From an optimization exercise on the open Yosys and OpenROAD flow, aimed at small area; shortcuts taken in it are not production practice.
In this exercise RTL edits were held to simulation tests only and were not proved equivalent to the original.
Power figures rest on the tool's default switching activity, not on a simulated workload. The clock port is modelled as an ideal driver; clocking choices that lean on that would not hold on a real chip.

Setup of build 42:
Design XFabric, start of the top module:
module XFabric (
    input logic clk
  , input logic rstn
  , input  logic           CPUm_req_vld
  , input  logic           CPUm_req_wr
  , input  logic [23:0] CPUm_req_adr
  , input  logic [3:0] CPUm_req_strb
  , input  logic [31:0] CPUm_req_dat
  , output logic           CPUm_req_gnt
  , output logic           CPUm_rsp_vld
  , output logic [31:0] CPUm_rsp_dat
  , input  logic           CPUm_rsp_gnt
  , input  logic           SCRm_req_vld
  , input  logic           SCRm_req_wr
  , input  logic [23:0] SCRm_req_adr
  , input  logic [3:0] SCRm_req_strb
  , input  logic [31:0] SCRm_req_dat
  , output logic           SCRm_req_gnt
  , output logic           SCRm_rsp_vld
  , output logic [31:0] SCRm_rsp_dat
  , input  logic           SCRm_rsp_gnt
  , input  logic           BRUm_req_vld
  , input  logic           BRUm_req_wr
  , input  logic [23:0] BRUm_req_adr
  , input  logic [1:0] BRUm_req_strb
  , input  logic [15:0] BRUm_req_dat
  , output logic           BRUm_req_gnt
  , output logic           BRUm_rsp_vld
  , output logic [15:0] BRUm_rsp_dat
  , input  logic           BRUm_rsp_gnt
  , output logic           CPUs_req_vld
  , output logic           CPUs_req_wr
  , output logic [15:0] CPUs_req_adr
  , output logic [1:0] CPUs_req_strb
  , output logic [15:0] CPUs_req_dat
  , input  logic      CPUs_req_gnt
  , input  logic      CPUs_rsp_vld
  , input  logic [15:0] CPUs_rsp_dat
  , output logic           CPUs_rsp_gnt
  , output logic           SCRs_req_vld
  , output logic           SCRs_req_wr
  , output logic [15:0] SCRs_req_adr
  , output logic [1:0] SCRs_req_strb
  , output logic [15:0] SCRs_req_dat
  , input  logic      SCRs_req_gnt
  , input  logic      SCRs_rsp_vld
  , input  logic [15:0] SCRs_rsp_dat
  , output logic           SCRs_rsp_gnt
  , output logic           KBDs_req_vld
  , output logic           KBDs_req_wr
  , output logic [15:0] KBDs_req_adr
  , output logic [0:0] KBDs_req_strb
  , output logic [7:0] KBDs_req_dat
  , input  logic      KBDs_req_gnt
  , input  logic      KBDs_rsp_vld
  , input  logic [7:0] KBDs_rsp_dat
  , output logic           KBDs_rsp_gnt
  , output logic           RAMs_req_vld
  , output logic           RAMs_req_wr
  , output logic [20:0] RAMs_req_adr
  , output logic [3:0] RAMs_req_strb
  , output logic [31:0] RAMs_req_dat
  , input  logic      RAMs_req_gnt
  , input  logic      RAMs_rsp_vld
  , input  logic [31:0] RAMs_rsp_dat
  , output logic           RAMs_rsp_gnt
  , output logic           ROMs_req_vld
  , output logic           ROMs_req_wr
  , output logic [14:0] ROMs_req_adr
  , output logic [1:0] ROMs_req_strb
  , output logic [15:0] ROMs_req_dat
  , input  logic      ROMs_req_gnt
  , input  logic      ROMs_rsp_vld
  , input  logic [15:0] ROMs_rsp_dat
  , output logic           ROMs_rsp_gnt
);
Size in the first run: ~2100 cells after synthesis, ~860 flip-flops, ~560 I/O pins, ~34000 um^2 of cells after synthesis.
clock: 6.0 ns
lec_check: 0
cap_margin: 20
core_margin: 2
core_utilization: 40
slew_margin: 20
standard.sh (not shown) runs the stock make flow with config.mk's settings and CLKGATE_MAP_FILE= SYNTH_SCRIPT=/design/flow/synth_recipe.tcl, a recipe that flattens the netlist after the stock synthesis.
==> flow/flow/run.sh <==
#!/bin/bash
# Own layout flow: the standard ORFS flow, with two changes in how the layout is made:
#  - port buffers use the smallest buffer cell (sky130_fd_sc_hd__buf_1) instead of the
#    tool's default pick; every input and output port still gets its own buffer;
#  - clock tree synthesis does not add dummy loads, and clusters up to 30 sinks within
#    100 um under each clkbuf_16.
# Each tool's full output goes to the ORFS logs under orfs/logs and to flow_make.log here.
set -euo pipefail
export BUFFER_PORTS_ARGS="-buffer_cell sky130_fd_sc_hd__buf_1"
export CTS_ARGS="-sink_clustering_enable -repair_clock_nets -dont_use_dummy_load -sink_clustering_size 24 -sink_clustering_max_diameter 80 -buf_list sky130_fd_sc_hd__clkbuf_16"
bash standard.sh > flow_make.log 2>&1
Modified inputs, build 11 compared to build 42
Settings: a change of CORE_UTILIZATION from 40 to 60; an added PLACE_DENSITY of 0.72.
diff --git a/flow/flow/run.sh b/flow/flow/run.sh
--- a/flow/flow/run.sh
+++ b/flow/flow/run.sh
@@ -9,3 +9,3 @@
 export BUFFER_PORTS_ARGS="-buffer_cell sky130_fd_sc_hd__buf_1"
-export CTS_ARGS="-sink_clustering_enable -repair_clock_nets -dont_use_dummy_load -sink_clustering_size 24 -sink_clustering_max_diameter 80 -buf_list sky130_fd_sc_hd__clkbuf_16"
+export CTS_ARGS="-sink_clustering_enable -repair_clock_nets -dont_use_dummy_load -sink_clustering_size 30 -sink_clustering_max_diameter 100 -buf_list sky130_fd_sc_hd__clkbuf_16"
 bash standard.sh > flow_make.log 2>&1
Notes after the runs:
Proportion of final cell area spent on non-clock buffers delta (build 11 -> build 42): insignificant. For the flip-flop and latch share of the layout cell area, build 11 came in 1.5 points higher than build 42 did. Build 42 closes out successfully: all stages finished, all timing, DRC and antenna checks passed. Build 11: all stages complete, timing, DRC and antenna checks passed. Final clock period utilization by the worst path (build 11 over build 42): increase, 5.8 points. Higher filler cell count was reported by build 42, not build 11.
The inputs of build 59 differ from those of build 11 as listed below.
Settings: CORE_UTILIZATION: 60 -> 40; PLACE_DENSITY: 0.72 -> unset.
Notes after the runs:
Build 59 vs. build 11: length of routed met3 wiring went down by 14%. Total clock network power: higher on build 59. Going from build 11 to build 59, the fraction of power consumed by the clock network was found to have gone up by 0.6 points. Summary of build 59 over build 11: post-layout net count stayed essentially flat; worst setup slack +0.32 ns; relative area of clock buffers and inverters in the final design flat. Of the two values seen for timing startpoint of the critical path, rq0[2] was produced by build 11 and rq0[1] by build 59. In build 59, the share of power burned in combinational logic came out 0.3 points above the value in build 11.
What build 60 does differently from build 59 at the input level:
==> flow/flow/run.sh <==
#!/bin/bash
# Own layout flow: the standard ORFS flow, with two changes in how the layout is made:
#  - port buffers use the smallest buffer cell (sky130_fd_sc_hd__buf_1) instead of the
#    tool's default pick; every input and output port still gets its own buffer;
#  - clock tree synthesis does not add dummy loads, and clusters up to 24 sinks within
#    80 um under each clkbuf_16.
# Each tool's full output goes to the ORFS logs under orfs/logs and to flow_make.log here.
set -euo pipefail
export BUFFER_PORTS_ARGS="-buffer_cell sky130_fd_sc_hd__buf_1"
export CTS_ARGS="-sink_clustering_enable -repair_clock_nets -dont_use_dummy_load -sink_clustering_size 24 -sink_clustering_max_diameter 80 -buf_list sky130_fd_sc_hd__clkbuf_16"
bash standard.sh > flow_make.log 2>&1
[summary]
Reported for build 59 and build 60, die width turned out identical to the last digit. Going from build 59 to build 60, total length of routed wires grows by 0.44%. Taking build 59 as the reference, in build 60 layout overhead on the synthesized area climbed 0.76 points, via count climbed 0.72%, internal power component climbed about 2.7%, final area climbed about 0.7%, data arrival time at the worst-slack endpoint dropped 0.03 ns. Comparing build 60 against build 59, there is no change at all in placeable core region. In build 60, slack of the critical path is higher than in build 59. Total power: build 60 above build 59. In the metrics for build 59 and build 60, the one carrying the lower share of cell area taken by flip-flops and latches is build 60.

==> re-timing with driven ports <==
The flow's constraints put no driver on any port. The routed layouts listed below were extracted and timed again, unchanged, in two steps. Step 1 (the two cells are an assumption about what drives the block):
set clk [get_ports {clk}]
set_driving_cell -lib_cell sky130_fd_sc_hd__clkbuf_16 $clk
set_driving_cell -lib_cell sky130_fd_sc_hd__buf_2 [delete_from_list [all_inputs] $clk]
Step 2 times the ports against the registers' clock, not the clock port: input delays grow and output delays shrink by t, the midpoint of the rising clock arrivals with the driver on. Slacks: no drivers / after step 1 / after step 2; pairs: no drivers / after step 1.
run | t (ns) | slack for setup (ns) | clock arrival spread, ns | worst slew at a driven data input, ns | pins driven straight from the clock port
build 42 | 0.654 | 2.013 / 1.948 / 2.406 | 0.069 / 0.069 | 0.17 | 1
build 11 | 0.635 | 1.666 / 1.606 / 2.240 | 0.055 / 0.055 | 0.15 | 1
build 59 | 0.645 | 1.981 / 1.915 / 2.396 | 0.074 / 0.073 | 0.17 | 1
build 60 | 0.654 | 2.013 / 1.948 / 2.406 | 0.069 / 0.069 | 0.17 | 1
After both steps every run listed still meets setup and hold.
